Context: an optimization exercise on an open-source flow, tuned for small area and a short achievable clock period. The choices shown serve that exercise and are no tape-out recipe.
Function was checked by simulation only, so behaviour that the tests miss may differ from the original.

### flow/design.v
module Mul12_CS (
    input  [11:0] a,
    input  [11:0] b,
    output [23:0] x,
    output [23:0] y
);
    wire s1, c1, s2, c2, s3, c3, s4, c4, s5, c5, s6, c6, s7, c7, s8, c8;
    wire s9, c9, s10, c10, s11, c11, s12, c12, s13, c13, s14, c14, s15, c15, s16, c16;
    wire s17, c17, s18, c18, s19, c19, s20, c20, s21, c21, s22, c22, s23, c23, s24, c24;
    wire s25, c25, s26, c26, s27, c27, s28, c28, s29, c29, s30, c30, s31, c31, s32, c32;
    wire s33, c33, s34, c34, s35, c35, s36, c36, s37, c37, s38, c38, s39, c39, s40, c40;
    wire s41, c41, s42, c42, s43, c43, s44, c44, s45, c45, s46, c46, s47, c47, s48, c48;
    wire s49, c49, s50, c50, s51, c51, s52, c52, s53, c53, s54, c54, s55, c55, s56, c56;
    wire s57, c57, s58, c58, s59, c59, s60, c60, s61, c61, s62, c62, s63, c63, s64, c64;
    wire s65, c65, s66, c66, s67, c67, s68, c68, s69, c69, s70, c70, s71, c71, s72, c72;
    wire s73, c73, s74, c74, s75, c75, s76, c76, s77, c77, s78, c78, s79, c79, s80, c80;
    wire s81, c81, s82, c82, s83, c83, s84, c84, s85, c85, s86, c86, s87, c87, s88, c88;
    wire s89, c89, s90, c90, s91, c91, s92, c92, s93, c93, s94, c94, s95, c95, s96, c96;
    wire s97, c97, s98, c98, s99, c99, s100, c100, s101, c101, s102, c102, s103, c103, s104, c104;
    wire s105, c105, s106, c106, s107, c107, s108, c108, s109, c109, s110, c110;
    assign s1 = ~((~(a[0] & b[9])) ^ (~(a[1] & b[8])));
    assign c1 = (~(a[0] & b[9])) | (~(a[1] & b[8]));
    assign {c2, s2} = {1'b0, (~(a[0] & b[10]))} + {1'b0, (~(a[1] & b[9]))} + {1'b0, (~(a[2] & b[8]))};
    assign s3 = ~((~(a[3] & b[7])) ^ (~(a[4] & b[6])));
    assign c3 = (~(a[3] & b[7])) | (~(a[4] & b[6]));
    assign {c4, s4} = {1'b0, (~(a[0] & b[11]))} + {1'b0, (~(a[1] & b[10]))} + {1'b0, (~(a[2] & b[9]))};
    assign {c5, s5} = {1'b0, (~(a[3] & b[8]))} + {1'b0, (~(a[4] & b[7]))} + {1'b0, (~(a[5] & b[6]))};
    assign s6 = ~((~(a[6] & b[5])) ^ (~(a[7] & b[4])));
    assign c6 = (~(a[6] & b[5])) | (~(a[7] & b[4]));
    assign {c7, s7} = {1'b0, (~(a[1] & b[11]))} + {1'b0, (~(a[2] & b[10]))} + {1'b0, (~(a[3] & b[9]))};
    assign {c8, s8} = {1'b0, (~(a[4] & b[8]))} + {1'b0, (~(a[5] & b[7]))} + {1'b0, (~(a[6] & b[6]))};
    assign s9 = ~((~(a[7] & b[5])) ^ (~(a[8] & b[4])));
    assign c9 = (~(a[7] & b[5])) | (~(a[8] & b[4]));
    assign {c10, s10} = {1'b0, (~(a[2] & b[11]))} + {1'b0, (~(a[3] & b[10]))} + {1'b0, (~(a[4] & b[9]))};
    assign {c11, s11} = {1'b0, (~(a[5] & b[8]))} + {1'b0, (~(a[6] & b[7]))} + {1'b0, (~(a[7] & b[6]))};
    assign {c12, s12} = {1'b0, (~(a[3] & b[11]))} + {1'b0, (~(a[4] & b[10]))} + {1'b0, (~(a[5] & b[9]))};
    assign s13 = ~((~(a[0] & b[6])) ^ (~(a[1] & b[5])));
    assign c13 = (~(a[0] & b[6])) | (~(a[1] & b[5]));
    assign {c14, s14} = {1'b0, (~(a[0] & b[7]))} + {1'b0, (~(a[1] & b[6]))} + {1'b0, (~(a[2] & b[5]))};
    assign s15 = ~((~(a[3] & b[4])) ^ (~(a[4] & b[3])));
    assign c15 = (~(a[3] & b[4])) | (~(a[4] & b[3]));
    assign {c16, s16} = {1'b0, (~(a[0] & b[8]))} + {1'b0, (~(a[1] & b[7]))} + {1'b0, (~(a[2] & b[6]))};
    assign {c17, s17} = {1'b0, (~(a[3] & b[5]))} + {1'b0, (~(a[4] & b[4]))} + {1'b0, (~(a[5] & b[3]))};
    assign s18 = ~((~(a[6] & b[2])) ^ (~(a[7] & b[1])));
    assign c18 = (~(a[6] & b[2])) | (~(a[7] & b[1]));
    assign {c19, s19} = {1'b0, s1} + {1'b0, (~(a[2] & b[7]))} + {1'b0, (~(a[3] & b[6]))};
    assign {c20, s20} = {1'b0, (~(a[4] & b[5]))} + {1'b0, (~(a[5] & b[4]))} + {1'b0, (~(a[6] & b[3]))};
    assign {c21, s21} = {1'b0, (~(a[7] & b[2]))} + {1'b0, (~(a[8] & b[1]))} + {1'b0, (~(a[9] & b[0]))};
    assign {c22, s22} = {1'b0, s2} + {1'b0, s3} + {1'b0, (~(a[5] & b[5]))};
    assign {c23, s23} = {1'b0, (~(a[6] & b[4]))} + {1'b0, (~(a[7] & b[3]))} + {1'b0, (~(a[8] & b[2]))};
    assign {c24, s24} = {1'b0, (~(a[9] & b[1]))} + {1'b0, (~(a[10] & b[0]))} + {1'b0, c1};
    assign {c25, s25} = {1'b0, s4} + {1'b0, s5} + {1'b0, s6};
    assign {c26, s26} = {1'b0, (~(a[8] & b[3]))} + {1'b0, (~(a[9] & b[2]))} + {1'b0, (~(a[10] & b[1]))};
    assign {c27, s27} = {1'b0, (~(a[11] & b[0]))} + {1'b0, c2} + {1'b0, c3};
    assign {c28, s28} = {1'b0, s7} + {1'b0, s8} + {1'b0, s9};
    assign {c29, s29} = {1'b0, (~(a[9] & b[3]))} + {1'b0, (~(a[10] & b[2]))} + {1'b0, (~(a[11] & b[1]))};
    assign {c30, s30} = {1'b0, c4} + {1'b0, c5} + {1'b0, c6};
    assign {c31, s31} = {1'b0, s10} + {1'b0, s11} + {1'b0, (~(a[8] & b[5]))};
    assign {c32, s32} = {1'b0, (~(a[9] & b[4]))} + {1'b0, (~(a[10] & b[3]))} + {1'b0, (~(a[11] & b[2]))};
    assign {c33, s33} = {1'b0, c7} + {1'b0, c8} + {1'b0, c9};
    assign {c34, s34} = {1'b0, s12} + {1'b0, (~(a[6] & b[8]))} + {1'b0, (~(a[7] & b[7]))};
    assign {c35, s35} = {1'b0, (~(a[8] & b[6]))} + {1'b0, (~(a[9] & b[5]))} + {1'b0, (~(a[10] & b[4]))};
    assign {c36, s36} = {1'b0, (~(a[11] & b[3]))} + {1'b0, c10} + {1'b0, c11};
    assign {c37, s37} = {1'b0, (~(a[4] & b[11]))} + {1'b0, (~(a[5] & b[10]))} + {1'b0, (~(a[6] & b[9]))};
    assign {c38, s38} = {1'b0, (~(a[7] & b[8]))} + {1'b0, (~(a[8] & b[7]))} + {1'b0, (~(a[9] & b[6]))};
    assign {c39, s39} = {1'b0, (~(a[10] & b[5]))} + {1'b0, (~(a[11] & b[4]))} + {1'b0, c12};
    assign {c40, s40} = {1'b0, (~(a[5] & b[11]))} + {1'b0, (~(a[6] & b[10]))} + {1'b0, (~(a[7] & b[9]))};
    assign {c41, s41} = {1'b0, (~(a[8] & b[8]))} + {1'b0, (~(a[9] & b[7]))} + {1'b0, (~(a[10] & b[6]))};
    assign {c42, s42} = {1'b0, (~(a[6] & b[11]))} + {1'b0, (~(a[7] & b[10]))} + {1'b0, (~(a[8] & b[9]))};
    assign s43 = ~((~(a[0] & b[4])) ^ (~(a[1] & b[3])));
    assign c43 = (~(a[0] & b[4])) | (~(a[1] & b[3]));
    assign {c44, s44} = {1'b0, (~(a[0] & b[5]))} + {1'b0, (~(a[1] & b[4]))} + {1'b0, (~(a[2] & b[3]))};
    assign s45 = ~((~(a[3] & b[2])) ^ (~(a[4] & b[1])));
    assign c45 = (~(a[3] & b[2])) | (~(a[4] & b[1]));
    assign {c46, s46} = {1'b0, s13} + {1'b0, (~(a[2] & b[4]))} + {1'b0, (~(a[3] & b[3]))};
    assign {c47, s47} = {1'b0, (~(a[4] & b[2]))} + {1'b0, (~(a[5] & b[1]))} + {1'b0, (~(a[6] & b[0]))};
    assign {c48, s48} = {1'b0, s14} + {1'b0, s15} + {1'b0, (~(a[5] & b[2]))};
    assign {c49, s49} = {1'b0, (~(a[6] & b[1]))} + {1'b0, (~(a[7] & b[0]))} + {1'b0, c13};
    assign {c50, s50} = {1'b0, s16} + {1'b0, s17} + {1'b0, s18};
    assign {c51, s51} = {1'b0, (~(a[8] & b[0]))} + {1'b0, c14} + {1'b0, c15};
    assign {c52, s52} = {1'b0, s19} + {1'b0, s20} + {1'b0, s21};
    assign {c53, s53} = {1'b0, c16} + {1'b0, c17} + {1'b0, c18};
    assign {c54, s54} = {1'b0, s22} + {1'b0, s23} + {1'b0, s24};
    assign {c55, s55} = {1'b0, c19} + {1'b0, c20} + {1'b0, c21};
    assign {c56, s56} = {1'b0, s25} + {1'b0, s26} + {1'b0, s27};
    assign {c57, s57} = {1'b0, c22} + {1'b0, c23} + {1'b0, c24};
    assign {c58, s58} = {1'b0, s28} + {1'b0, s29} + {1'b0, s30};
    assign {c59, s59} = {1'b0, c25} + {1'b0, c26} + {1'b0, c27};
    assign {c60, s60} = {1'b0, s31} + {1'b0, s32} + {1'b0, s33};
    assign {c61, s61} = {1'b0, c28} + {1'b0, c29} + {1'b0, c30};
    assign {c62, s62} = {1'b0, s34} + {1'b0, s35} + {1'b0, s36};
    assign {c63, s63} = {1'b0, c31} + {1'b0, c32} + {1'b0, c33};
    assign {c64, s64} = {1'b0, s37} + {1'b0, s38} + {1'b0, s39};
    assign {c65, s65} = {1'b0, c34} + {1'b0, c35} + {1'b0, c36};
    assign {c66, s66} = {1'b0, s40} + {1'b0, s41} + {1'b0, (~(a[11] & b[5]))};
    assign {c67, s67} = {1'b0, c37} + {1'b0, c38} + {1'b0, c39};
    assign {c68, s68} = {1'b0, s42} + {1'b0, (~(a[9] & b[8]))} + {1'b0, (~(a[10] & b[7]))};
    assign {c69, s69} = {1'b0, (~(a[11] & b[6]))} + {1'b0, c40} + {1'b0, c41};
    assign {c70, s70} = {1'b0, (~(a[7] & b[11]))} + {1'b0, (~(a[8] & b[10]))} + {1'b0, (~(a[9] & b[9]))};
    assign {c71, s71} = {1'b0, (~(a[10] & b[8]))} + {1'b0, (~(a[11] & b[7]))} + {1'b0, c42};
    assign {c72, s72} = {1'b0, (~(a[8] & b[11]))} + {1'b0, (~(a[9] & b[10]))} + {1'b0, (~(a[10] & b[9]))};
    assign s73 = ~((~(a[0] & b[3])) ^ (~(a[1] & b[2])));
    assign c73 = (~(a[0] & b[3])) | (~(a[1] & b[2]));
    assign {c74, s74} = {1'b0, s43} + {1'b0, (~(a[2] & b[2]))} + {1'b0, (~(a[3] & b[1]))};
    assign {c75, s75} = {1'b0, s44} + {1'b0, s45} + {1'b0, (~(a[5] & b[0]))};
    assign {c76, s76} = {1'b0, s46} + {1'b0, s47} + {1'b0, c44};
    assign {c77, s77} = {1'b0, s48} + {1'b0, s49} + {1'b0, c46};
    assign {c78, s78} = {1'b0, s50} + {1'b0, s51} + {1'b0, c48};
    assign {c79, s79} = {1'b0, s52} + {1'b0, s53} + {1'b0, c50};
    assign {c80, s80} = {1'b0, s54} + {1'b0, s55} + {1'b0, c52};
    assign {c81, s81} = {1'b0, s56} + {1'b0, s57} + {1'b0, c54};
    assign {c82, s82} = {1'b0, s58} + {1'b0, s59} + {1'b0, c56};
    assign {c83, s83} = {1'b0, s60} + {1'b0, s61} + {1'b0, c58};
    assign {c84, s84} = {1'b0, s62} + {1'b0, s63} + {1'b0, c60};
    assign {c85, s85} = {1'b0, s64} + {1'b0, s65} + {1'b0, c62};
    assign {c86, s86} = {1'b0, s66} + {1'b0, s67} + {1'b0, c64};
    assign {c87, s87} = {1'b0, s68} + {1'b0, s69} + {1'b0, c66};
    assign {c88, s88} = {1'b0, s70} + {1'b0, s71} + {1'b0, c68};
    assign {c89, s89} = {1'b0, s72} + {1'b0, (~(a[11] & b[8]))} + {1'b0, c70};
    assign {c90, s90} = {1'b0, (~(a[9] & b[11]))} + {1'b0, (~(a[10] & b[10]))} + {1'b0, (~(a[11] & b[9]))};
    assign s91 = ~((~(a[0] & b[2])) ^ (~(a[1] & b[1])));
    assign c91 = (~(a[0] & b[2])) | (~(a[1] & b[1]));
    assign {c92, s92} = {1'b0, s73} + {1'b0, (~(a[2] & b[1]))} + {1'b0, (~(a[3] & b[0]))};
    assign {c93, s93} = {1'b0, s74} + {1'b0, (~(a[4] & b[0]))} + {1'b0, c73};
    assign {c94, s94} = {1'b0, s75} + {1'b0, c43} + {1'b0, c74};
    assign {c95, s95} = {1'b0, s76} + {1'b0, c45} + {1'b0, c75};
    assign {c96, s96} = {1'b0, s77} + {1'b0, c47} + {1'b0, c76};
    assign {c97, s97} = {1'b0, s78} + {1'b0, c49} + {1'b0, c77};
    assign {c98, s98} = {1'b0, s79} + {1'b0, c51} + {1'b0, c78};
    assign {c99, s99} = {1'b0, s80} + {1'b0, c53} + {1'b0, c79};
    assign {c100, s100} = {1'b0, s81} + {1'b0, c55} + {1'b0, c80};
    assign {c101, s101} = {1'b0, s82} + {1'b0, c57} + {1'b0, c81};
    assign {c102, s102} = {1'b0, s83} + {1'b0, c59} + {1'b0, c82};
    assign {c103, s103} = {1'b0, s84} + {1'b0, c61} + {1'b0, c83};
    assign {c104, s104} = {1'b0, s85} + {1'b0, c63} + {1'b0, c84};
    assign {c105, s105} = {1'b0, s86} + {1'b0, c65} + {1'b0, c85};
    assign {c106, s106} = {1'b0, s87} + {1'b0, c67} + {1'b0, c86};
    assign {c107, s107} = {1'b0, s88} + {1'b0, c69} + {1'b0, c87};
    assign {c108, s108} = {1'b0, s89} + {1'b0, c71} + {1'b0, c88};
    assign {c109, s109} = {1'b0, s90} + {1'b0, c72} + {1'b0, c89};
    assign {c110, s110} = {1'b0, (~(a[10] & b[11]))} + {1'b0, (~(a[11] & b[10]))} + {1'b0, c90};
    assign x = ~{1'b1, (~(a[11] & b[11])), s110, s109, s108, s107, s106, s105, s104, s103, s102, s101, s100, s99, s98, s97, s96, s95, s94, s93, s92, s91, (~(a[0] & b[1])), (~(a[0] & b[0]))};
    assign y = ~{1'b1, c110, c109, c108, c107, c106, c105, c104, c103, c102, c101, c100, c99, c98, c97, c96, c95, c94, c93, c92, c91, (~(a[2] & b[0])), (~(a[1] & b[0])), 1'b1};
endmodule
module Tab_P12 (input [3:0] h, output [12:0] t);
    assign t[0] = (~h[3] & ~h[2] & ~h[1] & ~h[0]) | (~h[3] & ~h[2] & h[1] & h[0]) | (~h[3] & h[2] & ~h[1] & h[0]) | (~h[3] & h[2] & h[1] & ~h[0]) | (h[3] & ~h[2] & ~h[1] & ~h[0]) | (h[3] & ~h[2] & h[1] & ~h[0]) | (h[3] & ~h[2] & h[1] & h[0]) | (h[3] & h[2] & ~h[1] & h[0]);
    assign t[1] = (~h[3] & ~h[2] & h[1] & ~h[0]) | (~h[3] & h[2] & ~h[1] & h[0]) | (h[3] & ~h[2] & ~h[1] & ~h[0]) | (h[3] & ~h[2] & ~h[1] & h[0]) | (h[3] & ~h[2] & h[1] & h[0]) | (h[3] & h[2] & ~h[1] & ~h[0]) | (h[3] & h[2] & h[1] & h[0]);
    assign t[2] = (~h[3] & ~h[2] & h[1] & ~h[0]) | (~h[3] & ~h[2] & h[1] & h[0]) | (~h[3] & h[2] & ~h[1] & ~h[0]) | (h[3] & ~h[2] & ~h[1] & ~h[0]) | (h[3] & ~h[2] & ~h[1] & h[0]) | (h[3] & ~h[2] & h[1] & ~h[0]) | (h[3] & h[2] & h[1] & h[0]);
    assign t[3] = (~h[3] & ~h[2] & h[1] & ~h[0]) | (~h[3] & ~h[2] & h[1] & h[0]) | (~h[3] & h[2] & ~h[1] & ~h[0]) | (~h[3] & h[2] & ~h[1] & h[0]) | (~h[3] & h[2] & h[1] & ~h[0]) | (~h[3] & h[2] & h[1] & h[0]) | (h[3] & h[2] & h[1] & h[0]);
    assign t[4] = (~h[3] & ~h[2] & h[1] & ~h[0]) | (~h[3] & ~h[2] & h[1] & h[0]) | (~h[3] & h[2] & ~h[1] & ~h[0]) | (~h[3] & h[2] & ~h[1] & h[0]) | (~h[3] & h[2] & h[1] & ~h[0]) | (~h[3] & h[2] & h[1] & h[0]) | (h[3] & ~h[2] & ~h[1] & ~h[0]) | (h[3] & ~h[2] & ~h[1] & h[0]) | (h[3] & ~h[2] & h[1] & ~h[0]) | (h[3] & ~h[2] & h[1] & h[0]) | (h[3] & h[2] & ~h[1] & ~h[0]) | (h[3] & h[2] & ~h[1] & h[0]) | (h[3] & h[2] & h[1] & ~h[0]);
    assign t[5] = (~h[3] & ~h[2] & h[1] & ~h[0]) | (~h[3] & ~h[2] & h[1] & h[0]) | (~h[3] & h[2] & ~h[1] & ~h[0]) | (~h[3] & h[2] & ~h[1] & h[0]) | (~h[3] & h[2] & h[1] & ~h[0]) | (~h[3] & h[2] & h[1] & h[0]) | (h[3] & ~h[2] & ~h[1] & ~h[0]) | (h[3] & ~h[2] & ~h[1] & h[0]) | (h[3] & ~h[2] & h[1] & ~h[0]) | (h[3] & ~h[2] & h[1] & h[0]) | (h[3] & h[2] & ~h[1] & ~h[0]) | (h[3] & h[2] & ~h[1] & h[0]) | (h[3] & h[2] & h[1] & ~h[0]) | (h[3] & h[2] & h[1] & h[0]);
    assign t[6] = (~h[3] & ~h[2] & h[1] & ~h[0]) | (~h[3] & ~h[2] & h[1] & h[0]) | (~h[3] & h[2] & ~h[1] & ~h[0]) | (~h[3] & h[2] & ~h[1] & h[0]) | (~h[3] & h[2] & h[1] & ~h[0]) | (~h[3] & h[2] & h[1] & h[0]) | (h[3] & ~h[2] & ~h[1] & ~h[0]) | (h[3] & ~h[2] & ~h[1] & h[0]) | (h[3] & ~h[2] & h[1] & ~h[0]) | (h[3] & ~h[2] & h[1] & h[0]) | (h[3] & h[2] & ~h[1] & ~h[0]) | (h[3] & h[2] & ~h[1] & h[0]) | (h[3] & h[2] & h[1] & ~h[0]) | (h[3] & h[2] & h[1] & h[0]);
    assign t[7] = (~h[3] & ~h[2] & h[1] & ~h[0]) | (~h[3] & ~h[2] & h[1] & h[0]) | (~h[3] & h[2] & ~h[1] & ~h[0]) | (~h[3] & h[2] & ~h[1] & h[0]) | (~h[3] & h[2] & h[1] & ~h[0]) | (~h[3] & h[2] & h[1] & h[0]) | (h[3] & ~h[2] & ~h[1] & ~h[0]) | (h[3] & ~h[2] & ~h[1] & h[0]) | (h[3] & ~h[2] & h[1] & ~h[0]) | (h[3] & ~h[2] & h[1] & h[0]) | (h[3] & h[2] & ~h[1] & ~h[0]) | (h[3] & h[2] & ~h[1] & h[0]) | (h[3] & h[2] & h[1] & ~h[0]) | (h[3] & h[2] & h[1] & h[0]);
    assign t[8] = (~h[3] & ~h[2] & ~h[1] & ~h[0]) | (~h[3] & ~h[2] & h[1] & ~h[0]) | (~h[3] & h[2] & ~h[1] & ~h[0]) | (~h[3] & h[2] & h[1] & h[0]) | (h[3] & ~h[2] & ~h[1] & h[0]) | (h[3] & h[2] & ~h[1] & ~h[0]) | (h[3] & h[2] & h[1] & ~h[0]) | (h[3] & h[2] & h[1] & h[0]);
    assign t[9] = (~h[3] & h[2] & ~h[1] & ~h[0]) | (~h[3] & h[2] & ~h[1] & h[0]) | (~h[3] & h[2] & h[1] & h[0]) | (h[3] & ~h[2] & ~h[1] & ~h[0]) | (h[3] & ~h[2] & h[1] & h[0]) | (h[3] & h[2] & h[1] & ~h[0]);
    assign t[10] = (~h[3] & ~h[2] & ~h[1] & ~h[0]) | (~h[3] & ~h[2] & h[1] & ~h[0]) | (~h[3] & h[2] & ~h[1] & h[0]) | (~h[3] & h[2] & h[1] & ~h[0]) | (~h[3] & h[2] & h[1] & h[0]) | (h[3] & ~h[2] & ~h[1] & h[0]) | (h[3] & ~h[2] & h[1] & h[0]) | (h[3] & h[2] & ~h[1] & h[0]) | (h[3] & h[2] & h[1] & ~h[0]) | (h[3] & h[2] & h[1] & h[0]);
    assign t[11] = (~h[3] & ~h[2] & ~h[1] & ~h[0]) | (~h[3] & ~h[2] & h[1] & h[0]) | (~h[3] & h[2] & ~h[1] & ~h[0]) | (~h[3] & h[2] & ~h[1] & h[0]) | (h[3] & ~h[2] & ~h[1] & ~h[0]) | (h[3] & ~h[2] & ~h[1] & h[0]) | (h[3] & h[2] & ~h[1] & ~h[0]) | (h[3] & h[2] & ~h[1] & h[0]) | (h[3] & h[2] & h[1] & ~h[0]);
    assign t[12] = (~h[3] & ~h[2] & ~h[1] & h[0]) | (h[3] & ~h[2] & h[1] & ~h[0]);
endmodule
module Tab_P16 (input [3:0] h, output [11:0] t);
    assign t[0] = (~h[3] & ~h[2] & ~h[1] & h[0]) | (~h[3] & ~h[2] & h[1] & ~h[0]) | (~h[3] & ~h[2] & h[1] & h[0]) | (~h[3] & h[2] & h[1] & h[0]) | (h[3] & ~h[2] & ~h[1] & ~h[0]) | (h[3] & ~h[2] & ~h[1] & h[0]) | (h[3] & h[2] & ~h[1] & h[0]) | (h[3] & h[2] & h[1] & ~h[0]) | (h[3] & h[2] & h[1] & h[0]);
    assign t[1] = (~h[3] & h[2] & ~h[1] & ~h[0]) | (~h[3] & h[2] & ~h[1] & h[0]) | (~h[3] & h[2] & h[1] & ~h[0]) | (~h[3] & h[2] & h[1] & h[0]) | (h[3] & ~h[2] & ~h[1] & ~h[0]) | (h[3] & ~h[2] & ~h[1] & h[0]);
    assign t[2] = (~h[3] & ~h[2] & ~h[1] & h[0]) | (~h[3] & ~h[2] & h[1] & h[0]) | (~h[3] & h[2] & ~h[1] & h[0]) | (~h[3] & h[2] & h[1] & h[0]) | (h[3] & ~h[2] & ~h[1] & h[0]) | (h[3] & ~h[2] & h[1] & ~h[0]) | (h[3] & h[2] & ~h[1] & ~h[0]) | (h[3] & h[2] & h[1] & ~h[0]);
    assign t[3] = (~h[3] & ~h[2] & ~h[1] & h[0]) | (~h[3] & ~h[2] & h[1] & ~h[0]) | (~h[3] & h[2] & ~h[1] & h[0]) | (~h[3] & h[2] & h[1] & ~h[0]) | (h[3] & ~h[2] & ~h[1] & h[0]) | (h[3] & ~h[2] & h[1] & ~h[0]) | (h[3] & ~h[2] & h[1] & h[0]) | (h[3] & h[2] & h[1] & ~h[0]) | (h[3] & h[2] & h[1] & h[0]);
    assign t[4] = (~h[3] & ~h[2] & h[1] & ~h[0]) | (~h[3] & h[2] & ~h[1] & ~h[0]) | (~h[3] & h[2] & ~h[1] & h[0]) | (~h[3] & h[2] & h[1] & h[0]) | (h[3] & ~h[2] & h[1] & ~h[0]) | (h[3] & h[2] & ~h[1] & ~h[0]) | (h[3] & h[2] & h[1] & h[0]);
    assign t[5] = (~h[3] & ~h[2] & ~h[1] & h[0]) | (~h[3] & h[2] & ~h[1] & ~h[0]) | (~h[3] & h[2] & h[1] & h[0]) | (h[3] & ~h[2] & ~h[1] & ~h[0]) | (h[3] & ~h[2] & h[1] & ~h[0]) | (h[3] & ~h[2] & h[1] & h[0]) | (h[3] & h[2] & h[1] & ~h[0]);
    assign t[6] = (~h[3] & ~h[2] & ~h[1] & h[0]) | (~h[3] & ~h[2] & h[1] & ~h[0]) | (~h[3] & ~h[2] & h[1] & h[0]) | (~h[3] & h[2] & h[1] & h[0]) | (h[3] & ~h[2] & ~h[1] & ~h[0]) | (h[3] & ~h[2] & ~h[1] & h[0]) | (h[3] & h[2] & h[1] & ~h[0]) | (h[3] & h[2] & h[1] & h[0]);
    assign t[7] = (~h[3] & ~h[2] & ~h[1] & h[0]) | (~h[3] & ~h[2] & h[1] & ~h[0]) | (~h[3] & ~h[2] & h[1] & h[0]) | (~h[3] & h[2] & ~h[1] & ~h[0]) | (~h[3] & h[2] & ~h[1] & h[0]) | (~h[3] & h[2] & h[1] & ~h[0]) | (h[3] & h[2] & h[1] & ~h[0]) | (h[3] & h[2] & h[1] & h[0]);
    assign t[8] = (~h[3] & h[2] & ~h[1] & ~h[0]) | (~h[3] & h[2] & ~h[1] & h[0]) | (~h[3] & h[2] & h[1] & ~h[0]) | (h[3] & ~h[2] & h[1] & ~h[0]) | (h[3] & ~h[2] & h[1] & h[0]) | (h[3] & h[2] & ~h[1] & ~h[0]) | (h[3] & h[2] & h[1] & ~h[0]) | (h[3] & h[2] & h[1] & h[0]);
    assign t[9] = (~h[3] & h[2] & h[1] & h[0]) | (h[3] & ~h[2] & ~h[1] & ~h[0]) | (h[3] & ~h[2] & ~h[1] & h[0]) | (h[3] & ~h[2] & h[1] & ~h[0]) | (h[3] & ~h[2] & h[1] & h[0]) | (h[3] & h[2] & ~h[1] & ~h[0]) | (h[3] & h[2] & h[1] & ~h[0]) | (h[3] & h[2] & h[1] & h[0]);
    assign t[10] = (~h[3] & ~h[2] & h[1] & ~h[0]) | (~h[3] & h[2] & ~h[1] & h[0]) | (h[3] & ~h[2] & ~h[1] & ~h[0]) | (h[3] & ~h[2] & h[1] & h[0]) | (h[3] & h[2] & ~h[1] & h[0]) | (h[3] & h[2] & h[1] & ~h[0]);
    assign t[11] = (~h[3] & ~h[2] & ~h[1] & h[0]) | (~h[3] & h[2] & ~h[1] & ~h[0]) | (~h[3] & h[2] & h[1] & h[0]) | (h[3] & ~h[2] & h[1] & ~h[0]) | (h[3] & h[2] & ~h[1] & h[0]);
endmodule
module Tab_P20 (input [3:0] h, output [14:0] t);
    assign t[0] = (~h[3] & ~h[2] & ~h[1] & h[0]) | (~h[3] & ~h[2] & h[1] & h[0]) | (~h[3] & h[2] & ~h[1] & h[0]) | (~h[3] & h[2] & h[1] & h[0]) | (h[3] & ~h[2] & ~h[1] & h[0]) | (h[3] & ~h[2] & h[1] & h[0]) | (h[3] & h[2] & ~h[1] & h[0]) | (h[3] & h[2] & h[1] & h[0]);
    assign t[1] = (~h[3] & ~h[2] & h[1] & ~h[0]) | (~h[3] & ~h[2] & h[1] & h[0]) | (~h[3] & h[2] & h[1] & ~h[0]) | (~h[3] & h[2] & h[1] & h[0]) | (h[3] & ~h[2] & h[1] & ~h[0]) | (h[3] & ~h[2] & h[1] & h[0]) | (h[3] & h[2] & h[1] & ~h[0]) | (h[3] & h[2] & h[1] & h[0]);
    assign t[2] = (~h[3] & ~h[2] & ~h[1] & h[0]) | (~h[3] & ~h[2] & h[1] & h[0]) | (~h[3] & h[2] & ~h[1] & ~h[0]) | (~h[3] & h[2] & h[1] & ~h[0]) | (h[3] & ~h[2] & ~h[1] & h[0]) | (h[3] & ~h[2] & h[1] & h[0]) | (h[3] & h[2] & ~h[1] & ~h[0]) | (h[3] & h[2] & h[1] & ~h[0]);
    assign t[3] = (~h[3] & ~h[2] & h[1] & ~h[0]) | (~h[3] & ~h[2] & h[1] & h[0]) | (~h[3] & h[2] & ~h[1] & h[0]) | (~h[3] & h[2] & h[1] & ~h[0]) | (h[3] & ~h[2] & ~h[1] & ~h[0]) | (h[3] & ~h[2] & ~h[1] & h[0]) | (h[3] & h[2] & ~h[1] & ~h[0]) | (h[3] & h[2] & h[1] & h[0]);
    assign t[4] = (~h[3] & h[2] & ~h[1] & ~h[0]) | (~h[3] & h[2] & ~h[1] & h[0]) | (~h[3] & h[2] & h[1] & ~h[0]) | (h[3] & ~h[2] & h[1] & ~h[0]) | (h[3] & ~h[2] & h[1] & h[0]) | (h[3] & h[2] & ~h[1] & ~h[0]);
    assign t[5] = (~h[3] & h[2] & h[1] & h[0]) | (h[3] & ~h[2] & ~h[1] & ~h[0]) | (h[3] & ~h[2] & ~h[1] & h[0]) | (h[3] & ~h[2] & h[1] & ~h[0]) | (h[3] & ~h[2] & h[1] & h[0]) | (h[3] & h[2] & ~h[1] & ~h[0]);
    assign t[6] = (~h[3] & ~h[2] & ~h[1] & h[0]) | (~h[3] & ~h[2] & h[1] & h[0]) | (~h[3] & h[2] & ~h[1] & h[0]) | (~h[3] & h[2] & h[1] & h[0]) | (h[3] & ~h[2] & ~h[1] & h[0]) | (h[3] & ~h[2] & h[1] & h[0]) | (h[3] & h[2] & h[1] & ~h[0]);
    assign t[7] = (~h[3] & ~h[2] & ~h[1] & h[0]) | (~h[3] & ~h[2] & h[1] & ~h[0]) | (~h[3] & h[2] & ~h[1] & h[0]) | (~h[3] & h[2] & h[1] & ~h[0]) | (h[3] & ~h[2] & ~h[1] & h[0]) | (h[3] & ~h[2] & h[1] & ~h[0]) | (h[3] & h[2] & h[1] & ~h[0]) | (h[3] & h[2] & h[1] & h[0]);
    assign t[8] = (~h[3] & ~h[2] & ~h[1] & h[0]) | (~h[3] & ~h[2] & h[1] & ~h[0]) | (~h[3] & ~h[2] & h[1] & h[0]) | (~h[3] & h[2] & ~h[1] & ~h[0]) | (h[3] & ~h[2] & ~h[1] & h[0]) | (h[3] & ~h[2] & h[1] & ~h[0]) | (h[3] & ~h[2] & h[1] & h[0]) | (h[3] & h[2] & ~h[1] & ~h[0]) | (h[3] & h[2] & ~h[1] & h[0]);
    assign t[9] = (~h[3] & ~h[2] & ~h[1] & h[0]) | (~h[3] & ~h[2] & h[1] & ~h[0]) | (~h[3] & ~h[2] & h[1] & h[0]) | (~h[3] & h[2] & ~h[1] & ~h[0]) | (~h[3] & h[2] & ~h[1] & h[0]) | (~h[3] & h[2] & h[1] & ~h[0]) | (~h[3] & h[2] & h[1] & h[0]) | (h[3] & ~h[2] & ~h[1] & ~h[0]);
    assign t[10] = (~h[3] & ~h[2] & ~h[1] & h[0]) | (~h[3] & ~h[2] & h[1] & ~h[0]) | (~h[3] & ~h[2] & h[1] & h[0]) | (~h[3] & h[2] & ~h[1] & ~h[0]) | (~h[3] & h[2] & ~h[1] & h[0]) | (~h[3] & h[2] & h[1] & ~h[0]) | (~h[3] & h[2] & h[1] & h[0]) | (h[3] & ~h[2] & ~h[1] & ~h[0]) | (h[3] & ~h[2] & ~h[1] & h[0]) | (h[3] & ~h[2] & h[1] & ~h[0]) | (h[3] & ~h[2] & h[1] & h[0]) | (h[3] & h[2] & ~h[1] & ~h[0]) | (h[3] & h[2] & ~h[1] & h[0]) | (h[3] & h[2] & h[1] & ~h[0]) | (h[3] & h[2] & h[1] & h[0]);
    assign t[11] = (~h[3] & ~h[2] & ~h[1] & h[0]) | (~h[3] & ~h[2] & h[1] & ~h[0]) | (~h[3] & ~h[2] & h[1] & h[0]) | (~h[3] & h[2] & ~h[1] & ~h[0]) | (~h[3] & h[2] & ~h[1] & h[0]) | (~h[3] & h[2] & h[1] & ~h[0]) | (~h[3] & h[2] & h[1] & h[0]) | (h[3] & ~h[2] & ~h[1] & ~h[0]) | (h[3] & ~h[2] & ~h[1] & h[0]) | (h[3] & ~h[2] & h[1] & ~h[0]) | (h[3] & ~h[2] & h[1] & h[0]) | (h[3] & h[2] & ~h[1] & ~h[0]) | (h[3] & h[2] & ~h[1] & h[0]) | (h[3] & h[2] & h[1] & ~h[0]) | (h[3] & h[2] & h[1] & h[0]);
    assign t[12] = (~h[3] & ~h[2] & ~h[1] & h[0]) | (~h[3] & ~h[2] & h[1] & ~h[0]) | (~h[3] & ~h[2] & h[1] & h[0]) | (~h[3] & h[2] & ~h[1] & ~h[0]) | (~h[3] & h[2] & ~h[1] & h[0]) | (~h[3] & h[2] & h[1] & ~h[0]) | (~h[3] & h[2] & h[1] & h[0]) | (h[3] & ~h[2] & ~h[1] & ~h[0]) | (h[3] & ~h[2] & ~h[1] & h[0]) | (h[3] & ~h[2] & h[1] & ~h[0]) | (h[3] & ~h[2] & h[1] & h[0]) | (h[3] & h[2] & ~h[1] & ~h[0]) | (h[3] & h[2] & ~h[1] & h[0]) | (h[3] & h[2] & h[1] & ~h[0]) | (h[3] & h[2] & h[1] & h[0]);
    assign t[13] = (~h[3] & ~h[2] & ~h[1] & h[0]) | (~h[3] & ~h[2] & h[1] & ~h[0]) | (~h[3] & ~h[2] & h[1] & h[0]) | (~h[3] & h[2] & ~h[1] & ~h[0]) | (~h[3] & h[2] & ~h[1] & h[0]) | (~h[3] & h[2] & h[1] & ~h[0]) | (~h[3] & h[2] & h[1] & h[0]) | (h[3] & ~h[2] & ~h[1] & ~h[0]) | (h[3] & ~h[2] & ~h[1] & h[0]) | (h[3] & ~h[2] & h[1] & ~h[0]) | (h[3] & ~h[2] & h[1] & h[0]) | (h[3] & h[2] & ~h[1] & ~h[0]) | (h[3] & h[2] & ~h[1] & h[0]) | (h[3] & h[2] & h[1] & ~h[0]) | (h[3] & h[2] & h[1] & h[0]);
    assign t[14] = (~h[3] & ~h[2] & ~h[1] & h[0]) | (~h[3] & ~h[2] & h[1] & ~h[0]) | (~h[3] & ~h[2] & h[1] & h[0]) | (~h[3] & h[2] & ~h[1] & ~h[0]) | (~h[3] & h[2] & ~h[1] & h[0]) | (~h[3] & h[2] & h[1] & ~h[0]) | (~h[3] & h[2] & h[1] & h[0]) | (h[3] & ~h[2] & ~h[1] & ~h[0]) | (h[3] & ~h[2] & ~h[1] & h[0]) | (h[3] & ~h[2] & h[1] & ~h[0]) | (h[3] & ~h[2] & h[1] & h[0]) | (h[3] & h[2] & ~h[1] & ~h[0]) | (h[3] & h[2] & ~h[1] & h[0]) | (h[3] & h[2] & h[1] & ~h[0]) | (h[3] & h[2] & h[1] & h[0]);
endmodule
module CSA #(parameter W = 8) (
    input  [W-1:0] a,
    input  [W-1:0] b,
    input  [W-1:0] c,
    output [W-1:0] s,
    output [W-1:0] y       
);
    wire [W-1:0] maj;
    genvar i;
    generate
        for (i = 0; i < W; i = i + 1) begin : bit_
            assign {maj[i], s[i]} = {1'b0, a[i]} + {1'b0, b[i]} + {1'b0, c[i]};
        end
    endgenerate
    assign y = {maj[W-2:0], 1'b0};
endmodule
module Butterfly_Unit (
    input clk,
    input reset,
    input [1:0] operation,   
    input valid_in,
    input [11:0] a_in,
    input [11:0] b_in,
    input [11:0] zeta,
    output reg [11:0] a_out,
    output reg [11:0] b_out,
    output reg valid_out
);
    localparam [12:0] Q = 13'd3329;
    wire        intt0 = operation[0];
    wire        zero0 = operation[1];
    wire [12:0] d0    = {1'b0, a_in} - {1'b0, b_in};
    wire [12:0] ds0, dc0;
    CSA #(13) csa_d (.a({1'b0, a_in}), .b({1'b1, ~b_in}), .c(13'd3330), .s(ds0), .y(dc0));
    wire [12:0] dq0   = ds0 + dc0;                                   
    wire [11:0] m0    = !intt0 ? b_in : (d0[12] ? dq0[11:0] : d0[11:0]);
    wire [12:0] s0    = {1'b0, a_in & {12{~zero0}}} + {1'b0, b_in & {12{intt0 & ~zero0}}};
    reg [11:0] m1, z1;
    reg [12:0] s1;
    reg        op1;
    reg        v1;
    always @(posedge clk) begin
        m1  <= m0;
        s1  <= s0;
        z1  <= zeta & {12{~zero0}};
        op1 <= intt0;
    end
    wire [23:0] px1, py1;
    Mul12_CS mul (.a(z1), .b(m1), .x(px1), .y(py1));
    reg [23:0] px2, py2;
    reg [12:0] s2;
    reg        op2;
    reg        v2;
    always @(posedge clk) begin
        px2 <= px1;
        py2 <= py1;
        s2  <= s1;
        op2 <= op1;
    end
    wire [11:0] h2 = px2[23:12] + py2[23:12];
    wire [12:0] t0;
    wire [11:0] t1;
    wire [14:0] t2;
    Tab_P12 tab0 (.h(h2[3:0]),  .t(t0));
    Tab_P16 tab1 (.h(h2[7:4]),  .t(t1));
    Tab_P20 tab2 (.h(h2[11:8]), .t(t2));
    wire [14:0] sa, ca, sb, cb, sc, cc;
    CSA #(15) csa_a (.a({3'b000, px2[11:0]}), .b({3'b000, py2[11:0]}), .c({2'b00, t0}), .s(sa), .y(ca));
    CSA #(15) csa_b (.a(sa), .b(ca), .c({3'b000, t1}), .s(sb), .y(cb));
    CSA #(15) csa_c (.a(sb), .b(cb), .c(t2), .s(sc), .y(cc));
    reg [14:0] xs3, xc3;
    reg [12:0] s3;
    reg        op3;
    reg        v3;
    always @(posedge clk) begin
        xs3 <= sc;
        xc3 <= cc;
        s3  <= s2;
        op3 <= op2;
    end
    wire [14:0] x3  = xs3 + xc3;
    wire        ge1 = x3 >= 15'd3329;
    wire        ge2 = x3 >= 15'd6658;
    wire        ge3 = x3 >= 15'd9987;
    wire        ge4 = x3 >= 15'd13316;
    wire [11:0] x31 = x3[11:0] + 12'd767;
    wire [11:0] x32 = x3[11:0] + 12'd1534;
    wire [11:0] x33 = x3[11:0] + 12'd2301;
    wire [11:0] x34 = x3[11:0] + 12'd3068;
    wire [11:0] r3  = ge4 ? x34 : ge3 ? x33 : ge2 ? x32 : ge1 ? x31 : x3[11:0];
    reg [11:0] r4;
    reg [12:0] s4;
    reg        op4;
    reg        v4;
    always @(posedge clk) begin
        r4  <= r3;
        s4  <= s3;
        op4 <= op3;
    end
    wire [11:0] rn4 = r4 & {12{~op4}};
    wire [12:0] t4  = s4 + {1'b0, rn4};                            
    wire        tg4 = t4 >= 13'd3329;
    wire [11:0] tm4 = t4[11:0] + 12'd767;
    wire [11:0] ao4 = tg4 ? tm4 : t4[11:0];
    wire [12:0] u4  = {1'b0, s4[11:0]} - {1'b0, r4};
    wire [11:0] uq4 = u4[11:0] + 12'd3329;
    wire [11:0] bo4 = op4 ? r4 : (u4[12] ? uq4 : u4[11:0]);
    always @(posedge clk) begin
        a_out <= ao4;
        b_out <= bo4;
    end
    always @(posedge clk) begin
        if (reset) begin
            v1 <= 1'b0; v2 <= 1'b0; v3 <= 1'b0; v4 <= 1'b0; valid_out <= 1'b0;
        end else begin
            v1 <= valid_in; v2 <= v1; v3 <= v2; v4 <= v3; valid_out <= v4;
        end
    end
endmodule
### flow/config.mk
export PLATFORM = sky130hd
export DESIGN_NAME = Butterfly_Unit
export DESIGN_NICKNAME = Butterfly_Unit
export VERILOG_FILES = /design/flow/design.v
export SDC_FILE = /design/flow/constraint.sdc
export NUM_CORES = 4
export LEC_CHECK = 0
export CAP_MARGIN = 20
export CELL_PAD_IN_SITES_DETAIL_PLACEMENT = 0
export CELL_PAD_IN_SITES_GLOBAL_PLACEMENT = 0
export CORE_MARGIN = 2
export CORE_UTILIZATION = 55
export SETUP_SLACK_MARGIN = 2.7
export SLEW_MARGIN = 20
### flow/constraint.sdc
create_clock -name core_clock -period 6.5 [get_ports {clk}]
set_input_delay 1.3000 -clock core_clock [delete_from_list [all_inputs] [get_ports {clk}]]
set_output_delay 1.3000 -clock core_clock [all_outputs]
set_load 0.01 [all_outputs]
### flow/run.sh
#!/bin/bash
# synth_recipe.tcl (not shown) runs the flow's synth.tcl, then flattens the netlist and writes it again
# the make line also repeats each setting of config.mk as NAME=value (left out here)
make -C /OpenROAD-flow-scripts/flow DESIGN_CONFIG=/design/flow/config.mk WORK_HOME=/design/flow/orfs CLKGATE_MAP_FILE= SYNTH_SCRIPT=/design/flow/synth_recipe.tcl finish
==> reports/summary.md, run 1 <==
For the number of endpoints with negative hold slack in the final report, the log shows 0. Clock-pin slew was measured on the worst setup and hold paths at 0.08 ns. For the total nets after synthesis, the log shows 1849.

The tools report the clock latency at the later pin of the worst-skew pair as 0.44 ns. The logs give 65.9% for the final core utilization and 54.1 mm for the global-route wire length before repair. The starting utilization of the core area is 56.2%, and the number of remaining DRC errors is 0.

The number of clock buffers inserted by TritonCTS came out at 17. The biggest area contributor in the post-synthesis netlist is sky130_fd_sc_hd__dfxtp_1. Worst-case hold path end point: s4[3]$_DFF_P_. The width of the die is 167 um. Count of nets left with antenna violations after detail routing: 0. In this run the tightest slew margin relative to its limit is 39.8%. A synthesized cell averages 9.49 sq um. The total length of routed wires came out at 33.1 mm.

For this run, the leading register cell type out of synthesis is sky130_fd_sc_hd__dfxtp_1. The slowest stage of the critical path is the sky130_fd_sc_hd__fa_2 cell. Dividing the detail-routed wire length by the instance count gives 16.7 um. The final HPWL from detailed placement was 24.1 mm. The finished layout holds 1978 standard cells, fillers aside. The count of buffers inserted at the top-level ports was 65. In this run the critical register-to-register path is launched from xs3[1]$_DFF_P_. After synthesis, the share of flip-flops with an asynchronous set or reset is 0%. The number of global-route vias before repair was 11000.

The largest single stage delay on the critical path is 0.56 ns. After synthesis, flip-flops and latches occupy 26.6% of the total area. The number of different library cells used by synthesis comes to 78. Counting flops with a built-in enable in the synthesized netlist gives 0. STA classifies the critical path endpoint as a flop. The shortest clock period the worst path allows after layout was 3.73 ns; the reported max-cap violation count was 0.

The total die area came out at 28000 sq um. Detailed routing inserted a total of 11000 vias. The flow ran to the end and the layout has no timing, DRC or antenna violations. For the worst setup path, the data arrival time is 4.09 ns. In the synthesized netlist, the number of instances is 1546. The area growth from synthesis to layout is 17.4%.

The min-delay analysis places its worst path in the category reg2reg. The final setup violation count was 0. The critical setup path kind is in2reg. The length in cells of the worst reg-to-reg path was 12. In the routed layout, each cell is associated on average with a via count of 5.56. The post-route netlist has 12.4% of its cells at a drive strength greater than 1. The starting DRC count in detailed routing was 543; the die height was 167 um. After floorplanning, the core was divided into 59 placement rows. Clock root buffer master: sky130_fd_sc_hd__clkbuf_16. The number of synthesis warnings was 1. The H-tree level count was 4; the number of search-and-repair iterations in the first detailed-routing pass was 16.

The net count of the finished layout is 1933. The congestion estimate from routability-driven global placement came to 0.866. The remaining global-route overflow is 0. TritonCTS sink count: 195. In this run the deepest clock path goes through 2 buffers.

66 I/O pins were placed. The initial antenna violation count came out at 0. The total negative slack for setup checks was 0 ns; the pin slew with the least headroom to its limit was 0.892 ns. After synthesis, the largest area contributor takes up 26.6% of total cell area. Setup repair after global routing could not meet its margin everywhere. On the final layout, the worst clock skew is 0.0140 ns. Static timing analysis puts the maximum clock frequency at 268 MHz. For the required time at the worst-slack endpoint, the log shows 6.86 ns.

The total global routing track utilization came out at 23.9%. By area the synthesized netlist is led by sky130_fd_sc_hd__dfxtp_1 (27%), sky130_fd_sc_hd__fa_1 (20%), sky130_fd_sc_hd__ha_1 (9.8%). For the final worst hold slack, the log shows 0.325 ns. TritonCTS built the clock tree. Hold repair after CTS inserted 0 buffers. In this run, synthesis produced a sequential element count of 195. The synthesized netlist occupies a cell area of 14700 sq um.

The core region is 26100 sq um. For the count of inserted antenna diode cells, the log shows 0. The tools report the end of the worst register-to-register path as r4[6]$_DFF_P_.

Along the worst hold path, the cell count comes to 0. For the reg-to-reg setup timing slack, the log shows 2.77 ns. The pin count of the biggest net entering global routing was 34; the maximum fanout encountered on the critical timing path was 3.

Walking the worst path, the cells encountered are clkdlybuf4s50_1 > inv_2 > ha_4 > inv_1 > fa_2 > o21bai_1 > a21oi_2 > o21bai_1 > a21oi_2 > o21bai_2 > a211o_1 > o211ai_1 > mux2i_2 > xor2_1 > mux2i_1. The part of the cycle the worst path needs is 57.4%. The logs give 0 for the number of max-slew violations in the final report and 1890 for the number of cells after detailed placement. The startpoint class of the critical path was an input port. The tools report the critical hold path startpoint as s3[3]$_DFF_P_.
-- what timing repair did --
action                                  CTS  global route
setup buffers                            30            20
pin swaps                                16            31
gates resized for setup                  65            77
endpoints found under the setup margin   68            72
cloned                                    3             3
-- synthesized netlist by cell type, types with 11 or more instances --
cell,count
sky130_fd_sc_hd__xnor2_1,61
sky130_fd_sc_hd__o21bai_1,16
sky130_fd_sc_hd__nand3_1,18
sky130_fd_sc_hd__a21o_1,28
sky130_fd_sc_hd__a211oi_1,13
sky130_fd_sc_hd__nor3_1,26
sky130_fd_sc_hd__o211ai_1,15
sky130_fd_sc_hd__inv_1,155
sky130_fd_sc_hd__o21a_1,11
sky130_fd_sc_hd__ha_1,115
sky130_fd_sc_hd__and3_1,14
sky130_fd_sc_hd__o21ai_0,70
sky130_fd_sc_hd__clkbuf_1,48
sky130_fd_sc_hd__mux2i_1,11
sky130_fd_sc_hd__nor2_1,76
sky130_fd_sc_hd__xor2_1,42
sky130_fd_sc_hd__a21oi_1,79
sky130_fd_sc_hd__nor2b_1,27
sky130_fd_sc_hd__dfxtp_1,195
sky130_fd_sc_hd__and2_1,144
sky130_fd_sc_hd__nand2_1,89
sky130_fd_sc_hd__fa_1,147
-- worst max-delay path, delay by kind of cell --
kind | cells | cell delay [ns]
xor gates and xnor gates | 1 | 0.15
muxes | 2 | 0.27
adders and majority gates | 2 | 0.70
AOI/OAI and AO/OA | 7 | 1.11
buffers and inverters | 3 | 0.56
-- cells by family (layout without fill, tap and decap cells) --
group | count (synthesis) | in the layout | share of synthesized area, %
AOI/OAI and AO/OA | 322 | 325 | 15.0
xor gates and xnor gates | 103 | 104 | 6.15
adders and majority gates | 263 | 263 | 29.9
buffers and inverters | 214 | 307 | 5.78
DFF | 195 | 195 | 26.6
muxes | 14 | 14 | 1.01
and+or+nand+nor | 435 | 435 | 15.6
-- final cells by class --
cell class	count	area, sq um
Multi-Input combinational cell	1141	10600
Fill cell	2133	8900
Sequential cell	195	3910
Timing Repair Buffer	120	1120
Inverter	155	586
Clock buffer	17	425
Tap cell	335	419
Clock inverter	15	206
-- sequential cells by signal, indices dropped and copies added, names as in the netlist, 12 cells and up --
name,cells
px2,23
m1,12
s2,13
py2,22
s3,13
a_out,12
s1,13
xs3,15
xc3,14
z1,12
r4,12
b_out,12
s4,13
-- layout by cell type, fill, tap and decap left out, drive strengths merged, types with 4 or more instances in the layout --
master / synthesis / routed
o21ai: 74 / 74
or2: 5 / 5
dlygate4sd2: 0 / 4
xor2: 42 / 43
a21oi: 80 / 81
o21a: 11 / 11
o21bai: 16 / 16
a2111oi: 7 / 7
nand2b: 9 / 9
a221oi: 5 / 6
o41ai: 4 / 4
nor2: 76 / 76
a211oi: 16 / 16
nand2: 89 / 89
xnor2: 61 / 61
a31oi: 8 / 8
and2: 145 / 145
mux2i: 11 / 11
clkinv: 0 / 6
or3: 7 / 7
clkbuf: 48 / 18
o31ai: 6 / 6
inv: 155 / 163
a211o: 8 / 8
o211ai: 18 / 19
dfxtp: 195 / 195
nand3: 18 / 18
nor3: 27 / 27
ha: 115 / 115
and3: 14 / 14
a21o: 28 / 28
fa: 147 / 147
clkdlybuf4s50: 0 / 56
buf: 11 / 54
nor2b: 27 / 27
a21boi: 8 / 8
-- metrics by stage --
stage / cell area, sq um / setup WS [ns]
after floorplan: 14700 / 2.70
after global placement: 15500 / 1.82
after detailed placement: 15500 / 1.80
after CTS: 16700 / 2.61
after global routing: 17200 / 2.63
final: 17200 / 2.77
-- worst max-delay path by stage --
stage	from	slack, ns	depth (start not counted)	to
2_1_floorplan	operation[1]	2.70	16	s1[12]$_DFF_P_
3_3_place_gp	operation[0]	1.82	15	s1[11]$_DFF_P_
3_5_place_dp	operation[0]	1.80	15	s1[11]$_DFF_P_
4_1_cts	op4$_DFF_P_	2.61	13	a_out[1]$_DFF_P_
5_1_grt	r4[1]$_DFF_P_	2.63	13	a_out[1]$_DFF_P_
6_report	b_in[2]	2.77	15	m1[11]$_DFF_P_
-- layer usage --
| metal | GRT usage [%] | share of wire (%) | vias up | wire (um) |
|---|---|---|---|---|
| met2 | 41.1 | 50 | 255 | 16400 |
| met3 | 3.10 | 3.7 | 49 | 1220 |
| li1 | - | - | 5322 | - |
| met1 | 31.7 | 45 | 5364 | 14800 |
| met4 | 6.92 | 1.9 | 0 | 633 |
| met5 | 0 | 0 | - | 0 |
==> run 2, diff against run 1 <==
--- a/flow/config.mk
+++ b/flow/config.mk
@@ -10,5 +10,6 @@
 export CELL_PAD_IN_SITES_GLOBAL_PLACEMENT = 0
 export CORE_MARGIN = 2
 export CORE_UTILIZATION = 55
-export SETUP_SLACK_MARGIN = 2.7
+export SETUP_SLACK_MARGIN = 3.3
 export SLEW_MARGIN = 20
+export TNS_END_PERCENT = 10
==> reports/summary.md, run 2 <==
Required time at the worst-slack endpoint: 6.83 ns (-0.03 ns). The area share of the largest cell type after synthesis was 26.6% (unchanged). The largest registers in the layout are px2: 23 flops, py2: 22 flops, xs3: 15 flops. Total length of routed wires: 34.2 mm (+3.3%). The run finished with no timing, DRC or antenna violations. Most instantiated flip-flop cell in the synthesis netlist: sky130_fd_sc_hd__dfxtp_1. The number of hold buffers added after CTS is 0 (unchanged).

The total global routing track utilization is 25.0% (+1.1 points), and the number of remaining DRC errors is 0 (unchanged). The count of cell types in the netlist was 78 (unchanged). The final weighted congestion of routability-driven global placement is 0.882 (+1.8%). The number of endpoints with negative hold slack in the final report is 0 (unchanged).

The post-synthesis cell count came out at 1546 (unchanged). The placeable core region came out at 26100 sq um (unchanged). Flip-flop count of the largest register, all copies and words added: 23 (unchanged). Traced cell by cell, the critical path runs through ha_4 > fa_2 > a211o_4 > a21o_1 > a311oi_4 > o31ai_4 > or4b_4 > a21oi_4 > buf_6 > nor2_2 > a32o_1 > a31oi_1 > o22ai_1.

The logs give 1 (unchanged) for the number of synthesis warnings and 274 MHz (+2.4%) for the maximum frequency from static timing analysis. TritonCTS built the clock tree. Layout cell share with drive strength beyond 1: 18.9% (+6.4 points). The routing usage on met2 was 41.9% (+0.83 points). The critical path buffer and inverter count works out to 1 (-2). STA classifies the critical path startpoint as a flop.

The number of synthesized register bits is 195 (unchanged). The number of enable-type register cells in the synthesized netlist was 0 (unchanged). Setup repair after global routing could not meet its margin everywhere. The part of the cycle the worst path needs came out at 56.1% (-1.3 points). The global-route wire length before repair is 56.5 mm (+4.3%), and the die height is 167 um (unchanged). The run gives 59 (unchanged) as the number of rows in the core area. The class of the most critical hold timing path was reg2reg.

In the layout the commonest cells are sky130_fd_sc_hd__dfxtp_1 (186), sky130_fd_sc_hd__and2_1 (144), sky130_fd_sc_hd__fa_1 (136). The clock tree buffer depth was 2 (unchanged). For the final setup violation count, the log shows 0 (unchanged). The most congested layer reported by global routing is met2. The maximum cell stage delay along the critical path works out to 0.52 ns (-0.04 ns). The pin slew with the least headroom to its limit was 0.734 ns (-0.158 ns). The total die area is 28000 sq um (unchanged), and the count of buffers inserted at the top-level ports is 65 (unchanged). The number of search-and-repair iterations in the first detailed-routing pass is 16 (unchanged). By count the netlist is led by sky130_fd_sc_hd__dfxtp_1 (195), sky130_fd_sc_hd__inv_1 (155), sky130_fd_sc_hd__fa_1 (147). The critical setup path kind was reg2reg. The run gives 11100 (+1.4%) as the count of vias placed by the detailed router. The number of max-slew violations in the final report is 0 (unchanged).

The biggest area contributor in the post-synthesis netlist is sky130_fd_sc_hd__dfxtp_1. From synthesis to final layout, the design area changed by 23.5%. The total negative slack for setup checks was 0 ns (unchanged); the multi-input logic area was 11100 sq um (+5.0%). The run gives 34 (unchanged) as the pin count of the biggest net entering global routing. The remaining global-route overflow came out at 0 (unchanged).

The run gives 14700 sq um (unchanged) as the synthesized area. The starting utilization of the core area is 56.2% (unchanged). The starting DRC count in detailed routing is 576 (+6.1%), and the number of clock buffers inserted by TritonCTS is 17 (unchanged).

The largest delay contributor family on the critical path was compound AO/OA/AOI/OAI gates. The storage element area was 3920 sq um (+0.26%); the maximum fanout encountered on the critical timing path was 8 (+5). The number of nets in the layout came out at 1965 (+1.7%).

The worst relative slew slack is 50.3% (+11 points). The reported max-cap violation count is 0 (unchanged). The met3 track demand over resource in global routing was 3.33% (+0.24 points); the initial antenna violation count was 0 (unchanged). The tools report the final setup skew as 0.0174 ns (+0.00343 ns). The number of global-route vias before repair was 11100 (+1.0%).

The average routed wire per standard cell came out at 17.0 um (+1.6%). The most numerous cell in the Yosys netlist is sky130_fd_sc_hd__dfxtp_1. The data arrival time of the worst path is 3.97 ns (-0.12 ns), and the count of nets left with antenna violations after detail routing is 0 (unchanged). The fraction of met1 tracks used by global routing was 33.9% (+2.1 points). Sorting the synthesized cells by area gives the leading types as sky130_fd_sc_hd__dfxtp_1 (27%), sky130_fd_sc_hd__fa_1 (20%), sky130_fd_sc_hd__ha_1 (9.8%).

The mean cell area of the mapped netlist is 9.49 sq um (unchanged), and the TritonCTS sink count is 195 (unchanged). The largest individual stage delay along the critical path comes from the cell sky130_fd_sc_hd__or4b_4. For the clock latency at the later pin of the worst-skew pair, the log shows 0.44 ns (about the same). The area of all placed cells without fillers was 18100 sq um (+5.2%); the shortest clock period the worst path allows after layout was 3.64 ns (-0.0861 ns). The number of I/O pins is 66 (unchanged).

The part of the Yosys area used for sequential elements came out at 26.6% (unchanged). Detailed-route vias per instance: 5.55 (-0.17%). The H-tree level count was 4 (unchanged); the width of the die was 167 um (unchanged). The clock root buffer master was sky130_fd_sc_hd__clkbuf_16. The library cell used most frequently in the layout, excluding fill and tap cells, is sky130_fd_sc_hd__dfxtp_1.

The run gives 15800 sq um (+1.9%) as the total cell area at the placement stage. The share of flip-flops with an asynchronous set or reset after synthesis was 0% (unchanged); the number of filler instances in the final layout was 1987 (-6.8%).

The worst setup path is captured at a flop. The logs give 24.3 mm (+0.55%) for the final HPWL from detailed placement and 0 (unchanged) for the count of inserted antenna diode cells. px2 holds more flip-flops than any other register. The total nets after synthesis is 1849 (unchanged), and the clock slew seen by the registers of the worst setup and hold paths is 0.09 ns (about the same).
[run 2: cell count changes in the layout (fill, tap and decap cells not counted), moves of 8 or more]
cell,change
sky130_fd_sc_hd__inv_2,+14
sky130_fd_sc_hd__a21oi_1,-8
sky130_fd_sc_hd__o21ai_0,-12
sky130_fd_sc_hd__buf_4,+16
sky130_fd_sc_hd__dfxtp_2,+8
sky130_fd_sc_hd__inv_1,-17
sky130_fd_sc_hd__dfxtp_1,-8
sky130_fd_sc_hd__ha_4,+12
sky130_fd_sc_hd__buf_6,+13
sky130_fd_sc_hd__ha_1,-12
sky130_fd_sc_hd__clkdlybuf4s50_1,-8
[run 2: path summary, 6_finish.rpt]
path | from | endpoint | slack (ns) | cells after the start
max | xs3[1]$_DFF_P_ | r4[2]$_DFF_P_ | 2.86 | 13
min | s2[3]$_DFF_P_ | s3[3]$_DFF_P_ | 0.32 | 0
max reg2reg | xs3[1]$_DFF_P_ | r4[2]$_DFF_P_ | 2.86 | 13
min reg2reg | s2[3]$_DFF_P_ | s3[3]$_DFF_P_ | 0.32 | 0
[run 2: final cells by class]
| type | instances | share of cell area [%] |
|---|---|---|
| well taps | 335 | 2.31 |
| clock buffers | 17 | 2.35 |
| multi-input cells | 1142 | 61.2 |
| clock inverters | 15 | 1.31 |
| inverters | 155 | 3.33 |
| flip-flops and latches | 195 | 21.6 |
| repair buffers | 151 | 7.91 |
[run 2: logic make-up after synthesis]
| logic type | share of synthesized area (%) |
|---|---|
| AOI/OAI and AO/OA | 15.0 |
| buffers and inverters | 5.78 |
| adders and majority gates | 29.9 |
| and+or+nand+nor | 15.6 |
| xor gates and xnor gates | 6.15 |
| muxes | 1.01 |
| DFF | 26.6 |
[run 2: what timing repair did]
| item | CTS | global route |
|---|---|---|
| gates cloned | 6 | 2 |
| setup buffers | 71 | 9 |
| resized for setup | 179 | 49 |
| pin swaps | 79 | 38 |
| setup endpoints to repair | 102 | 99 |
[run 2: metal layers]
metal  part of all wire, %  up-vias
met5                     0        -
met3                   3.9       49
met4                   2.3        0
li1                      -     5399
met1                    46     5429
met2                    48      272
[run 2: stage by stage]
step                      utilization (%)  cells  hold slack [ns]  worst slack, ns
final                                69.4   2010            0.320             2.86
after global routing                 69.4   2010            0.317             2.74
after CTS                            68.2   1999            0.321             2.95
after detailed placement             60.5   1890            0.312             1.64
after global placement               60.5   1890            0.311             1.75
after floorplan                         -   1546            0.310             3.01
==> run 3, diff against run 2 <==
--- a/flow/config.mk
+++ b/flow/config.mk
@@ -9,7 +9,8 @@
 export CELL_PAD_IN_SITES_DETAIL_PLACEMENT = 0
 export CELL_PAD_IN_SITES_GLOBAL_PLACEMENT = 0
 export CORE_MARGIN = 2
-export CORE_UTILIZATION = 55
-export SETUP_SLACK_MARGIN = 3.3
+export CORE_UTILIZATION = 70
+export PLACE_DENSITY = 0.8
+export SETUP_SLACK_MARGIN = 3.0
 export SLEW_MARGIN = 20
-export TNS_END_PERCENT = 10
+export TNS_END_PERCENT = 0
==> reports/summary.md, run 3 <==
The flow ran to the end and the layout has no timing, DRC or antenna violations. For the starting DRC count in detailed routing, the log shows 818 (+42%). The run gives 6.84 ns (about the same) as the required time at the worst-slack endpoint. In the layout the commonest cells are sky130_fd_sc_hd__dfxtp_1 (189), sky130_fd_sc_hd__inv_1 (150), sky130_fd_sc_hd__and2_1 (144). Global-route wire length before repair: 58.4 mm (+3.4%). After global routing, the most crowded layer is met2.

The tools report the clock latency at the later pin of the worst-skew pair as 0.46 ns (+0.02 ns). Most frequent standard cell in the layout excluding fill and tap cells: sky130_fd_sc_hd__dfxtp_1. For the area of all placed cells without fillers, the log shows 17800 sq um (-1.5%). The mean cell area of the mapped netlist is 9.49 sq um (unchanged). STA classifies the critical path endpoint as a flop. sky130_fd_sc_hd__dfxtp_1 takes more of the synthesized area than any other cell.

The starting utilization of the core area came out at 71.8% (+16 points). The remaining global-route overflow was 0 (unchanged). The final setup violation count came out at 0 (unchanged).

For the number of filler instances in the final layout, the log shows 1021 (-49%). The total die area came out at 22100 sq um (-21%).

For this run, the leading register cell type out of synthesis is sky130_fd_sc_hd__dfxtp_1. The placeable core region is 20400 sq um (-22%), and the worst hold path stage count is 0 (unchanged). The met3 track demand over resource in global routing is 4.43% (+1.1 points), and the number of search-and-repair iterations in the first detailed-routing pass is 7 (-9).

The length in cells of the worst reg-to-reg path works out to 13 (unchanged). The layout cell share with drive strength beyond 1 is 17.4% (-1.5 points). The commonest cells after synthesis are sky130_fd_sc_hd__dfxtp_1 (195), sky130_fd_sc_hd__inv_1 (155), sky130_fd_sc_hd__fa_1 (147). The part of the Yosys area used for sequential elements came out at 26.6% (unchanged).

The maximum fanout encountered on the critical timing path is 5 (-3). The count of cell types in the netlist is 78 (unchanged), and the number of max-slew violations in the final report is 0 (unchanged). Number of cells after detailed placement: 1825 (-3.4%). The final HPWL from detailed placement was 24.4 mm (+0.36%).

The critical path is of the reg2reg type. The number of endpoints with negative hold slack in the final report was 0 (unchanged); the detailed-route vias per instance was 6.06 (+9.3%).

Setup repair after global routing could not meet its margin everywhere. The tools report the routing usage on met2 as 59.4% (+17 points). Total length of routed wires: 38.3 mm (+12%). The run gives 0 (unchanged) as the count of inserted antenna diode cells. The pin count of the biggest net entering global routing is 24 (-29%). The post-layout instance count excluding filler cells is 1953 (-2.8%). The tools report the storage element area as 3910 sq um (about the same). The run gives 0 (unchanged) as the number of remaining DRC errors.

The die height was 149 um (-11%).
[run 3: cell types whose count changed in the layout (fill, tap and decap cells not counted), moves of 6 or more]
cell,previous run,this run
sky130_fd_sc_hd__ha_4,13,7
sky130_fd_sc_hd__inv_1,135,150
sky130_fd_sc_hd__ha_1,98,104
sky130_fd_sc_hd__buf_4,65,81
sky130_fd_sc_hd__buf_6,16,7
sky130_fd_sc_hd__o21ai_0,47,54
sky130_fd_sc_hd__clkdlybuf4s50_1,48,54
sky130_fd_sc_hd__inv_2,16,4
[run 3: cell families (layout without fill, tap and decap cells)]
| family | Yosys count | in the layout | synth area share, % |
|---|---|---|---|
| DFF | 195 | 195 | 26.6 |
| muxes | 14 | 14 | 1.01 |
| xor gates and xnor gates | 103 | 103 | 6.15 |
| and+or+nand+nor | 435 | 435 | 15.6 |
| buffers and inverters | 214 | 349 | 5.78 |
| adders and majority gates | 263 | 263 | 29.9 |
| AOI/OAI and AO/OA | 322 | 324 | 15.0 |
[run 3: final timing paths]
check	startpoint	to	slack (ns)
setup / recovery	xc3[1]$_DFF_P_	r4[2]$_DFF_P_	2.77
hold / removal	s3[9]$_DFF_P_	s4[9]$_DFF_P_	0.32
setup reg to reg	xc3[1]$_DFF_P_	r4[2]$_DFF_P_	2.77
hold reg to reg	s3[9]$_DFF_P_	s4[9]$_DFF_P_	0.32
[run 3: timing repair]
action / in CTS / in global routing
setup endpoints to repair: 81 / 84
hold endpoints to repair: 0 / 0
cloned: 4 / 1
gates resized for setup: 121 / 95
setup buffers: 60 / 31
pin swaps: 51 / 67
[run 3: critical path, stage by stage (launching register included)]
cell and delay, ns:
sky130_fd_sc_hd__dfxtp_1 0.33, sky130_fd_sc_hd__ha_4 0.17, sky130_fd_sc_hd__fa_2 0.38, sky130_fd_sc_hd__a211o_4 0.37, sky130_fd_sc_hd__a21o_1 0.19, sky130_fd_sc_hd__a311oi_4 0.38
sky130_fd_sc_hd__o31ai_4 0.15, sky130_fd_sc_hd__or4b_4 0.59, sky130_fd_sc_hd__a21oi_4 0.32, sky130_fd_sc_hd__buf_6 0.16, sky130_fd_sc_hd__nor2_1 0.04, sky130_fd_sc_hd__a32o_1 0.21
sky130_fd_sc_hd__a31oi_1 0.20, sky130_fd_sc_hd__o22ai_1 0.11
[run 3: final cells by class]
| class | instances | share of cell area, % |
|---|---|---|
| Sequential cell | 195 | 21.9 |
| Clock buffer | 17 | 2.38 |
| Inverter | 155 | 3.28 |
| Multi-Input combinational cell | 1139 | 61.0 |
| Clock inverter | 15 | 1.18 |
| Tap cell | 270 | 1.89 |
| Timing Repair Buffer | 162 | 8.33 |
[run 3: per-stage QoR]
step                      worst slack (ns)  hold slack [ns]  utilization [%]
after detailed placement              1.91            0.312             75.6
after floorplan                       2.90            0.310                -
after global routing                  2.74            0.330             87.4
final                                 2.77            0.323             87.4
after CTS                             2.91            0.320             84.2
after global placement                1.98            0.310             75.6
[run 3: per-layer routing]
layer  share of wire [%]  vias to the layer above
met2                  51                      551
met1                  39                     5758
li1                    -                     5402
met5                   0                        -
met4                 3.7                        0
met3                 6.6                      133

static timing again, ports no longer ideal:
The results above use ideal ports. As a check the final layouts listed here were re-extracted and re-timed, cells and wires unchanged.
Step 1, drivers: a clkbuf_16 drives clk and a buf_2 each remaining input, both assumed.
Step 2 moves the port delays by t, midway between the first and last clock arrival at a register: inputs arrive t later, outputs are due t later. That takes back most of the time a late clock gives input paths.
Slacks: no drivers / after step 1 / after step 2; pairs: no drivers / after step 1.
run | t (ns) | slack for setup (ns) | hold slack, ns | latest minus earliest clock arrival (ns) | worst data-port slew with drivers (ns)
run 1 | 0.480 | 2.771 / 2.771 / 2.320 | 0.325 / 0.325 / 0.325 | 0.015 / 0.015 | 0.04
run 2 | 0.483 | 2.857 / 2.857 / 2.525 | 0.320 / 0.320 / 0.320 | 0.018 / 0.017 | 0.06
run 3 | 0.498 | 2.775 / 2.775 / 2.430 | 0.323 / 0.323 / 0.323 | 0.016 / 0.016 | 0.05
After both steps setup and hold are still met in every run listed. For run 1, which loses most, drivers alone change the setup slack by 0.000 ns; drivers and shift together by -0.451 ns.
